This design comes from an exercise in tuning for small area and a short achievable clock period on the open sky130 flow, not from production work. In this exercise RTL edits were held to simulation tests only and were not proved equivalent to the original.

03-14:
==> module mips_cpu, before the edit <==
module mips_cpu (
  input         clk,
  input         rst,
  output [31:0] imem_addr,
  input  [31:0] imem_rdata,
  output [31:0] dmem_addr,
  output [31:0] dmem_wdata,
  output        dmem_we,
  output        dmem_re,
  input  [31:0] dmem_rdata,
  output        reg_we,
  output [4:0]  reg_waddr,
  output [31:0] reg_wdata
);
  reg  [31:0] pc;
  wire [31:0] rf [0:7];
  wire [31:0] ins = imem_rdata;
  wire [5:0]  op  = ins[31:26];
  wire [5:0]  fn  = ins[5:0];
  wire [4:0]  rt  = ins[20:16];
  wire [31:0] se  = {{16{ins[15]}}, ins[15:0]};
  wire [7:0] dec_s, dec_t;
  genvar j;
  generate
    for (j = 0; j < 8; j = j + 1) begin : g_dec
      assign dec_s[j] = (ins[23:21] == j);
      assign dec_t[j] = (ins[18:16] == j);
    end
  endgenerate
  wire [31:0] a, b;
  rf_read rd_a (.sel(dec_s), .r0(rf[0]), .r1(rf[1]), .r2(rf[2]), .r3(rf[3]),
                .r4(rf[4]), .r5(rf[5]), .r6(rf[6]), .r7(rf[7]), .q(a));
  rf_read rd_b (.sel(dec_t), .r0(rf[0]), .r1(rf[1]), .r2(rf[2]), .r3(rf[3]),
                .r4(rf[4]), .r5(rf[5]), .r6(rf[6]), .r7(rf[7]), .q(b));
  wire r_type  = (op == 6'h00);
  wire r_add   = r_type & (fn[5:1] == 5'b10000);
  wire r_sub   = r_type & (fn[5:1] == 5'b10001);
  wire r_and   = r_type & (fn == 6'h24);
  wire r_or    = r_type & (fn == 6'h25);
  wire r_xor   = r_type & (fn == 6'h26);
  wire r_sll   = r_type & (fn == 6'h00 || fn == 6'h04);
  wire r_srl   = r_type & (fn == 6'h02 || fn == 6'h03 || fn == 6'h06);
  wire r_slt   = r_type & (fn == 6'h2a);
  wire r_sltu  = r_type & (fn == 6'h2b);
  wire r_lui   = r_type & (fn == 6'h38);
  wire r_jr    = r_type & (fn == 6'h08);
  wire i_add   = (op[5:1] == 5'b00100);
  wire i_slt   = (op == 6'h0a);
  wire i_sltu  = (op == 6'h0b);
  wire i_and   = (op == 6'h0c);
  wire i_or    = (op == 6'h0d);
  wire i_xor   = (op == 6'h0e);
  wire i_lui   = (op == 6'h0f);
  wire i_alu   = (op[5:3] == 3'b001);
  wire ld      = (op == 6'h20 || op == 6'h23);
  wire st      = (op == 6'h28 || op == 6'h2b);
  wire jmp     = (op[5:1] == 5'b00001);
  wire jal     = (op == 6'h03);
  wire beq     = (op == 6'h04);
  wire bne     = (op == 6'h05);
  wire blez    = (op == 6'h06);
  wire bgtz    = (op == 6'h07);
  wire regimm  = (op == 6'h01);
  wire rim_ge  = regimm & (rt == 5'd0 || rt == 5'd16);
  wire rim_lt  = regimm & (rt == 5'd1 || rt == 5'd17);
  wire rim_lnk = regimm & (rt == 5'd16 || rt == 5'd17);
  wire link    = jal | rim_lnk;
  wire use_imm = op[5] | op[3];
  wire sub     = r_type ? (fn[1] & ~fn[2])
                        : (~op[5] & (op[3] ? (op[1] & ~op[2]) : op[2]));
  wire [31:0] b2 = use_imm ? se : b;
  wire [31:0] ax = a ^ {32{sub}};
  wire [32:0] sum = {1'b0, ax} + {1'b0, b2};
  wire [31:0] s   = sum[31:0] ^ {32{sub}};
  wire lt_s = a[31] ^ b2[31] ^ sum[32];
  wire lt_u = sum[32];
  wire eq   = (s == 32'd0);
  wire az   = (a == 32'd0);
  function [31:0] rev(input [31:0] x);
    integer k;
    for (k = 0; k < 32; k = k + 1) rev[k] = x[31-k];
  endfunction
  wire [7:0]  bigr;
  generate
    for (j = 0; j < 8; j = j + 1) begin : g_big
      assign bigr[j] = |rf[j][31:5];
    end
  endgenerate
  wire        big = |(bigr & dec_t);
  wire [31:0] shin = r_srl ? rev(a) : a;
  wire [31:0] shy  = shin << b[4:0];
  wire nr       = ~rst;
  wire sel_add  = (r_add | r_sub | i_add) & nr;
  wire sel_and  = (r_and | i_and) & nr;
  wire sel_or   = (r_or  | i_or) & nr;
  wire sel_xor  = (r_xor | i_xor) & nr;
  wire sel_sll  = r_sll & ~big & nr;
  wire sel_srl  = r_srl & ~big & nr;
  wire sel_slt  = (r_slt | i_slt) & nr;
  wire sel_sltu = (r_sltu | i_sltu) & nr;
  wire sel_lui  = (r_lui | i_lui) & nr;
  wire sel_ld   = ld & nr;
  wire sel_link = link & nr;
  wire [13:0] pc_hi = pc[31:18];
  wire [13:0] hinc  = pc_hi + 14'd1;
  wire [13:0] hdec  = pc_hi - 14'd1;
  wire [16:0] lo4   = {1'b0, pc[17:2]} + 17'd1;
  wire [31:0] pc4   = {lo4[16] ? hinc : pc_hi, lo4[15:0], pc[1:0]};
  wire [17:0] lob   = {1'b0, pc[17:2], 1'b1} + {1'b0, ins[15:0], 1'b1};
  wire        bc    = lob[17];
  wire        bs    = ins[15];
  wire [13:0] bhi   = (bc & ~bs) ? hinc : (~bc & bs) ? hdec : pc_hi;
  wire [31:0] bt    = {bhi, lob[16:1], pc[1:0]};
  assign reg_wdata = ({32{sel_add}} & s)
                   | ({32{sel_and}} & (ax & b2))
                   | ({32{sel_or}}  & (ax | b2))
                   | ({32{sel_xor}} & (ax ^ b2))
                   | ({32{sel_sll}} & shy)
                   | ({32{sel_srl}} & rev(shy))
                   | {31'd0, sel_slt & lt_s | sel_sltu & lt_u}
                   | ({32{sel_lui}} & {b2[15:0], 16'd0})
                   | ({32{sel_ld}} & dmem_rdata)
                   | ({32{sel_link}} & pc4);
  assign reg_we    = (r_type & ~r_jr) | i_alu | ld | jal | rim_lnk;
  assign reg_waddr = link ? 5'd31 : r_type ? ins[15:11] : rt;
  assign dmem_re   = ld;
  assign dmem_we   = st;
  assign dmem_addr = s;
  assign dmem_wdata = b;
  assign imem_addr = pc;
  wire taken = (beq & eq) | (bne & ~eq) | (blez & (a[31] | az))
             | (bgtz & ~a[31] & ~az) | (rim_ge & ~a[31]) | (rim_lt & a[31]);
  wire [31:0] jt = {pc4[31:28], ins[25:0], 2'b00};
  wire s_jr  = r_jr & nr;
  wire s_j   = jmp & nr;
  wire s_bt  = taken & nr;
  wire s_seq = ~(r_jr | jmp | taken) & nr;
  wire [31:0] npc = ({32{s_jr}} & a) | ({32{s_j}} & jt) | ({32{s_bt}} & bt)
                  | ({32{s_seq}} & pc4);
  always @(posedge clk) pc <= npc;
  wire [2:0]  wa = reg_waddr[2:0];
  wire [31:0] wd = reg_wdata;
  genvar i;
  generate
    for (i = 0; i < 8; i = i + 1) begin : g_rf
      reg [31:0] q;
      wire en = rst | (reg_we & (wa == i));
      always @(posedge clk) begin
        if (en) q <= (i == 1) ? {wd[31:1], wd[0] | rst} : wd;
      end
      assign rf[i] = q;
    end
  endgenerate
endmodule
export LEC_CHECK = 0
export CAP_MARGIN = 20
export CORE_MARGIN = 2
export CORE_UTILIZATION = 50
export PLACE_DENSITY = 0.65
export SETUP_SLACK_MARGIN = 2
export SLEW_MARGIN = 20
export SYNTH_HIERARCHICAL = 1
export TNS_END_PERCENT = 0
create_clock -name core_clock -period 10.5 [get_ports {clk}]
standard.sh (not shown) runs the stock make flow with config.mk's settings and CLKGATE_MAP_FILE= SYNTH_SCRIPT=/design/flow/synth_recipe.tcl, a recipe that flattens the netlist after the stock synthesis.
==> flow/flow/run.sh <==
#!/bin/bash
# The standard layout, with the port buffers made of plain buffers instead of
# delay cells.
set -euo pipefail
export BUFFER_PORTS_ARGS="-buffer_cell sky130_fd_sc_hd__buf_2"
bash standard.sh > standard.log 2>&1
> inputs changed (03-14 -> 08-13)
--- a/flow/design.v
+++ b/flow/design.v
@@ -77,19 +77,13 @@
   wire eq   = (s == 32'd0);
   wire az   = (a == 32'd0);
   function [31:0] rev(input [31:0] x);
     integer k;
     for (k = 0; k < 32; k = k + 1) rev[k] = x[31-k];
   endfunction
-  wire [7:0]  bigr;
-  generate
-    for (j = 0; j < 8; j = j + 1) begin : g_big
-      assign bigr[j] = |rf[j][31:5];
-    end
-  endgenerate
-  wire        big = |(bigr & dec_t);
+  wire        big = |b[31:5];
   wire [31:0] shin = r_srl ? rev(a) : a;
   wire [31:0] shy  = shin << b[4:0];
   wire nr       = ~rst;
   wire sel_add  = (r_add | r_sub | i_add) & nr;
   wire sel_and  = (r_and | i_and) & nr;
   wire sel_or   = (r_or  | i_or) & nr;
Notes after the runs:
Lower time the final worst path needs with I/O delays and setup goes to 08-13 over 03-14. Setup slack: 08-13 more than 03-14. Per the comparison of 08-13 with 03-14, via count lower, number of inverters outside the clock class in the layout higher. Relative to 03-14, 08-13 degrades setup slack on the worst flop-to-flop path. Going from 03-14 to 08-13, detail-routed via count per cell shrank slightly. Between 08-13 and 03-14, the clock tree cell share of total cell area is higher for 08-13. Maximum frequency across 08-13 and 03-14: no real change.

## afterwards: timing with drivers on the ports
The results above use ideal ports. As a check the final layouts listed here were re-extracted and re-timed, cells and wires unchanged. Step 1 sets driving cells, clkbuf_16 on the clock port and buf_2 on the other inputs (assumed; they add their load-dependent delay and slew). Step 2 also shifts input and output timing later by t, the mid clock arrival at the registers, as if the neighbouring blocks saw the same clock. a / b / c = ideal ports / drivers / drivers and shift; a / b = the first two.
run | shift t [ns] | slack for setup (ns) | worst setup path at the end | slew at the worst register clock pin (ns) | pins driven straight from the clock port
03-14 | 0.637 | 1.712 / 1.659 / 1.659 | input to output | 0.07 / 0.07 | 1
08-13 | 0.627 | 1.727 / 1.704 / 1.704 | input to output | 0.07 / 0.07 | 1
After both steps setup and hold are still met in every run listed. For 03-14, which loses most, drivers alone change the setup slack by -0.053 ns; drivers and shift together by -0.053 ns.
